This is an optimization exercise on Yosys and OpenROAD, whose aim is small area, a short achievable clock period and few clock cycles per item, not a production implementation.
Function was checked by simulation only, so behaviour that the tests miss may differ from the original.

==> flow/design.v (outline; a module is shown in full before it is edited, if it fits) <==
// module fa: 4 lines
// module ha: 4 lines
// module reciprocal: 38 lines
// module imc: 1554 lines
module imc
  #(parameter INPUT_W = 16,
    parameter OUTPUT_W = 16)
(
    input  logic                   clk,
    input  logic                   rst_n,
    input  logic                   start,
    input  logic [INPUT_W-1:0]     aIn,
    input  logic [INPUT_W-1:0]     bIn,
    input  logic [INPUT_W-1:0]     cIn,
    input  logic [INPUT_W-1:0]     dIn,
    output logic                   ready,
    output logic [OUTPUT_W-1:0]    aOut,
    output logic [OUTPUT_W-1:0]    bOut,
    output logic [OUTPUT_W-1:0]    cOut,
    output logic [OUTPUT_W-1:0]    dOut,
    output logic                   aOut_sign,
    output logic                   bOut_sign,
    output logic                   cOut_sign,
    output logic                   dOut_sign
);
  // ...
==> flow/flow/run.sh <==
#!/bin/bash
# The standard layout (the standard.sh, all ORFS steps from synthesis
# to finish), except that buffer_ports puts a buf_2 on every input and
# output port instead of the cell it picks on its own (a slow delay cell,
# clkdlybuf4s50_1). Timing repair still resizes port buffers as it needs.
# make's output goes to flow_make.log; ORFS keeps each step's log under
# orfs/logs.
set -euo pipefail
bash standard.sh "BUFFER_PORTS_ARGS=-buffer_cell sky130_fd_sc_hd__buf_2" finish > flow_make.log 2>&1
==> flow/standard.sh <==
#!/bin/bash
# synth_recipe.tcl (not shown) runs the flow's synth.tcl, then flattens the netlist and writes it again
# the make line also repeats each setting of config.mk as NAME=value (left out here)
make -C /OpenROAD-flow-scripts/flow DESIGN_CONFIG=/design/flow/config.mk WORK_HOME=/design/flow/orfs CLKGATE_MAP_FILE= SYNTH_SCRIPT=/design/flow/synth_recipe.tcl "${@:-finish}"
==> flow/config.mk <==
export PLATFORM = sky130hd
export DESIGN_NAME = imc
export DESIGN_NICKNAME = imc
export VERILOG_FILES = /design/flow/design.v
export SDC_FILE = /design/flow/constraint.sdc
export NUM_CORES = 4
export LEC_CHECK = 0
export CAP_MARGIN = 20
export CORE_MARGIN = 2
export CORE_UTILIZATION = 60
export PLACE_DENSITY = 0.75
export SETUP_SLACK_MARGIN = 3
export SLEW_MARGIN = 20
export SYNTH_HIERARCHICAL = 1
==> flow/constraint.sdc <==
create_clock -name core_clock -period 11.0 [get_ports {clk}]
set_input_delay 2.2000 -clock core_clock [delete_from_list [all_inputs] [get_ports {clk}]]
set_output_delay 2.2000 -clock core_clock [all_outputs]
set_load 0.01 [all_outputs]
==> impl_results.md, run 1 <==
* Final cell count without fillers at around 2600
* Comb_multi_in at between 1500 and 2000
* Area of the die at 36100 sq um
* Buffers on Ports at between 100 and 150
* Seq/Total Area, Yosys at 6.49%
* Area contributors post-synth: fa_1 55%, nand2_1 12%, edfxtp_1 6.4%, ha_1 5.7%, xnor2_1 2.3%
* Antenna violations before repair at 0
* Clock Sink Count at 45
* Number of global-route vias before repair at between 15000 and 20000
* Cell Area, Synth at approximately 21000 sq um
* EDFF count, synth at 44
* Post CTS Setup Buffer Count at 1
* Synth Register Bits at 45
* Seq/total area at between 6 and 7%
* CTS root buf: clkbuf_16
* Per-cell routed wire length at about 21 um
* Global route hottest layer: met2
* Critical path endpoint: dsign_r$_DFFE_PP_
* Inverters excl. clock at 93
* CP most frequent cell: fa_1
* DRC at 0
* Worst-path fanout max at 17
* Gpl congestion at approximately 0.91
* Hold Fails Final Rpt at 0
* DP Cell Count at between 2000 and 3000
* Status: finished clean
* Gr usage total at around 31%
* Clock-cell share at less than 1%
* Non-CTS buffers at around 150
* Met2 wire len at between 20000 and 30000 um
Testbench counts, summed over its fixed seeds: cycles 3,200, items 3,200.
==> inputs of run 2 (changes only) <==
--- a/flow/design.v
+++ b/flow/design.v
@@ -1165,44 +1165,41 @@
   logic        up0, up1;
   assign dvw = dxv[16:4];
   assign yvw = dyv[16:4];
   assign pw  = dvw ^ yvw;
   assign up0 = (pw[16:5] == (dvw[15:4] | yvw[15:4]));
   assign up1 = (~pw[16:5] == (dvw[15:4] & yvw[15:4]));
   logic        ready_r;
   logic [4:0]  lo_r;        
-  logic        up0_r, up1_r, dsign_r;
+  logic        inrange_r, dsign_r;
   logic [7:0]  mA_r, mB_r, mC_r, mD_r;
   logic        sA_r, sB_r, sC_r, sD_r;
   always_ff @(posedge clk or negedge rst_n) begin
     if (!rst_n) ready_r <= 1'b0;
     else        ready_r <= 1'b1;
   end
   always_ff @(posedge clk) begin
     if (start) begin
       lo_r    <= diff[4:0];
-      up0_r   <= up0;
-      up1_r   <= up1;
+      inrange_r <= diff[4] ? up1 : up0;
       dsign_r <= det_sign;
       mA_r <= mA;
       mB_r <= mB;
       mC_r <= mC;
       mD_r <= mD;
       sA_r <= dIn[15];
       sB_r <= bIn != 16'd0;
       sC_r <= cIn != 16'd0;
       sD_r <= aIn[15];
     end
   end
-  logic        inrange;
   logic [8:0]  r, rlut;
-  assign inrange = lo_r[4] ? up1_r : up0_r;
   reciprocal u_recip (.x(lo_r), .y(rlut));
-  assign r = {9{inrange}} & rlut;
+  assign r = {9{inrange_r}} & rlut;
   logic [13:0] oax, oay, obx, oby, ocx, ocy, odx, ody;
   wire oa_1, oa_2;
   fa u_oa_1 (.a(~(mA_r[0] & r[4])), .b(~(mA_r[1] & r[3])), .c(1'b1), .s(oa_1), .co(oa_2));
   wire oa_3, oa_4;
   fa u_oa_3 (.a(~(mA_r[1] & r[4])), .b(~(mA_r[2] & r[3])), .c(~(mA_r[3] & r[2])), .s(oa_3), .co(oa_4));
   wire oa_5, oa_6;
   fa u_oa_5 (.a(~(mA_r[4] & r[1])), .b(~(mA_r[5] & r[0])), .c(1'b1), .s(oa_5), .co(oa_6));
   wire oa_7, oa_8;
==> run 2 against run 1 <==
Routed wire length up 2.1%; largest cell class unchanged; critical path depth increased by 1; critical path type unchanged; area after synthesis is 0.42% higher; die area rose by 0.42%; setup slack worse by 120 ps; global-route usage increased by 0.68 points; utilization grew 0.93 points.
==> impl_results.md, run 2 <==
* Number of global-route vias before repair at 17600 (+2.0%)
* Share of post-route cells with drive strength above 1 at between 10% and 20%
* Post-synth ARST share at 2.27%
* Global route hottest layer: met2
* H-tree levels at 2
* Die height at roughly 190 um
* Synth Register Bits at 44 (-2.2%)
* CTS tree: built
* Cell Area, Synth at 20800 sq um (+0.42%)
* Tightest Hold Check Type: input pin to asynchronous set/reset pin
* Hold-fix buffers, CTS at 0
* Area of the die at 36200 sq um (+0.42%)
* Crit path max-delay family: adder cells
* CP arrival at between 8000 and 9000 ps
* Met1 Usage GRT at between 40 and 50%
* Die X at about 190 um
* WP buf/inv at 1
* GR Layer Usage met3 at ~4.2%
* Setup_tns at 0 ps
* Status: finished clean
* DRC at 0 (unchanged)
* Core region area at 34400 sq um
* Critical path data required time at between 10000 and 15000 ps
* Hold Fails Final Rpt at 0 (unchanged)
* Avg Cell Area, Syn at slightly below 10 sq um
* Post-synthesis cell count at 2127
* Per-cell routed wire length at 21.2 um (+0.68%)
* Top post-synthesis cells by count: 683 x nand2_1, 567 x fa_1, 123 x clkbuf_1
* RSZ-0062 raised after global routing: true
* Most frequent cell after synthesis: nand2_1
* CP most frequent cell: fa_1
* CTS root buf: clkbuf_16
* Largest net degree at the start of global routing at between 40 and 50
* Final worst path period need at between 8000 and 9000 ps
* Area grow syn2layout at 7.16%
* Max incr delay on CP at approximately 570 ps
* Commonest cells after routing, fill and taps aside: 683 x nand2_1, 561 x fa_1, 94 x inv_1, 94 x ha_1, 73 x buf_2
* Final core occ at between 60% and 70%
* Area contributors post-synth: fa_1 54%, nand2_1 12%, edfxtp_1 6.2%, ha_1 5.6%, xnor2_1 2.7%
* First-pass GRT wire length at roughly 90000 um
* Final setup viols at 0
* Period utilization at 73.6%
* Cell with the largest stage delay on the worst path: fa_1
* # diodes at 0
* Worst setup SP type: input pin
* Seq/Total Area, Yosys at 6.32% (-0.17 points)
* Critical-path cell list: buf_8 > nand2_1 > fa_1 > fa_1 > fa_1 > fa_2 > fa_1 > fa_1 > a222oi_1 > a21boi_2 > nand3_2 > o311ai_2 > a211oi_2 > fa_2 > fa_2 > a21o_1 > a21oi_2 > nor4b_1 > o31ai_1 > nand2_1 > a21oi_2 > xor2_1
* Total global routing overflow at 0
* Detailed placement HPWL at just over 40000 um
* DRT Pass-1 Iters at 5
* Nets at between 2000 and 3000
* Vias after detailed routing at roughly 16000
* Max capacitance violation total at 0
* Vias per cell at 6.20
* Gr usage total at 31.7% (+0.68 points)
* Met2 GRT Util at between 50% and 60%
* Crit path setup slack, layout at a little under 3000 ps
* Ys Warns at 8
* Cell variety after synth at 66
* Clock-pin slew on the worst setup and hold paths at 60 ps
* Num rows at between 60 and 70
* Place WS at about 2400 ps
* Antenna Violating Nets Remaining at 0
* Clock Sink Count at 44 (-2.2%)
* Synth Flop Type: edfxtp_1
* Ports at 136
* Most common cell after layout, fill and taps aside: nand2_1
* Cell taking the most area after synthesis: fa_1
* CP endpoint kind: flop
* EDFF count, synth at 43 (-2.3%)
* Num CTS Buffers at 5
* Synth top area share at ~54%
* Buffers on Ports at 135 (unchanged)
* Measured slew at the worst slew-check pin at approximately 1000 ps
* Starting DRT DRC Count at ~1700
* Final Slew Violations at 0
* Max clock buf depth at 2
* Starting Density at between 60% and 70%
* FMAX at 0.124 GHz
* Gpl congestion at 0.944 (+3.7%)
* Worst-path fanout max at 18 (+1)
* Antenna violations before repair at 0 (unchanged)
* Drt total wl at ~55000 um
* Crit Path Class: input pin to flop
* Max_slew headroom at a little over a third
==> run 2: what timing repair did <==
| action | 4_1_cts | 5_1_grt |
|---|---|---|
| pin swaps | 7 | 3 |
| buffers inserted | 10 | 11 |
| gates resized for setup | 42 | 126 |
| endpoints found under the setup margin | 27 | 19 |
==> run 2: worst max path at each step <==
| stage | depth (start not counted) | start | end | slack, ps |
|---|---|---|---|---|
| after floorplan | 23 | cIn[14] | dsign_r$_DFFE_PP_ | 2920 |
| after global placement | 22 | cIn[13] | dsign_r$_DFFE_PP_ | 2590 |
| after detailed placement | 22 | cIn[13] | dsign_r$_DFFE_PP_ | 2390 |
| after CTS | 22 | cIn[14] | dsign_r$_DFFE_PP_ | 2950 |
| after global routing | 22 | cIn[14] | dsign_r$_DFFE_PP_ | 2610 |
| final | 22 | cIn[14] | dsign_r$_DFFE_PP_ | 2910 |
==> run 2: logic make-up after synthesis <==
group | Yosys count | share of synthesized area (%)
AO/OA/AOI/OAI | 215 | 7.39
flip-flops | 44 | 6.32
buffers and inverters | 290 | 5.57
AND/OR/NAND/NOR | 833 | 17.0
XOR/XNOR | 78 | 3.39
multiplexers | 3 | 0.144
adder cells (fa/ha/maj) | 663 | 60.2
other | 1 | 0.0180
==> run 2: per-layer routing <==
metal / up-vias / part of all wire (%)
met3: 187 / 8.4
met5: - / 0
li1: 6723 / -
met2: 961 / 49
met1: 8331 / 38
met4: 0 / 4.6
==> run 2: Yosys stat by module (local to each module, per instance) <==
module	copies in the design	flops+latches	area (sq um)
ha	15	0	12.5
imc	1	44	9280
reciprocal	1	0	399
fa	548	0	20.0
==> run 2: area by class of cell <==
| class | instances | area (sq um) |
|---|---|---|
| multi-input combinational | 1847 | 18700 |
| tap | 455 | 569 |
| inverter | 94 | 353 |
| clock inverter | 3 | 47.5 |
| sequential | 44 | 1320 |
| timing repair buffer | 164 | 1250 |
| fill | 2678 | 12000 |
| clock buffer | 5 | 125 |
==> run 2: metrics by stage <==
step	hold WS, ps	cells	area, sq um
2_1_floorplan	1900	2181	21300
6_report	1670	2612	22300
5_1_grt	1670	2612	22300
3_5_place_dp	1980	2583	21600
3_3_place_gp	1970	2583	21600
4_1_cts	1670	2601	21900
Testbench counts of run 2, summed over its fixed seeds: cycles 3,200, items 3,200.

static timing again, ports no longer ideal:
How much do the figures lean on ideal ports? The routed layouts below were timed once more, with nothing changed but the port constraints.
Step 1 sets driving cells, clkbuf_16 on the clock port and buf_2 on the other inputs (assumed; they add their load-dependent delay and slew).
Step 2 also shifts input and output timing later by t, the mid clock arrival at the registers, as if the neighbouring blocks saw the same clock.
Three values: ideal, step 1, step 2; two values: the first two.
run	shift t [ns]	setup WS [ns]	worst setup path at the end
run 1	0.318	3.031 / 3.025 / 2.707	input to register
run 2	0.322	2.907 / 2.893 / 2.571	input to register
After both steps setup and hold are still met in every run listed. The setup slack of run 2, which loses most, moves by -0.014 ns with the drivers and by -0.336 ns with both steps.
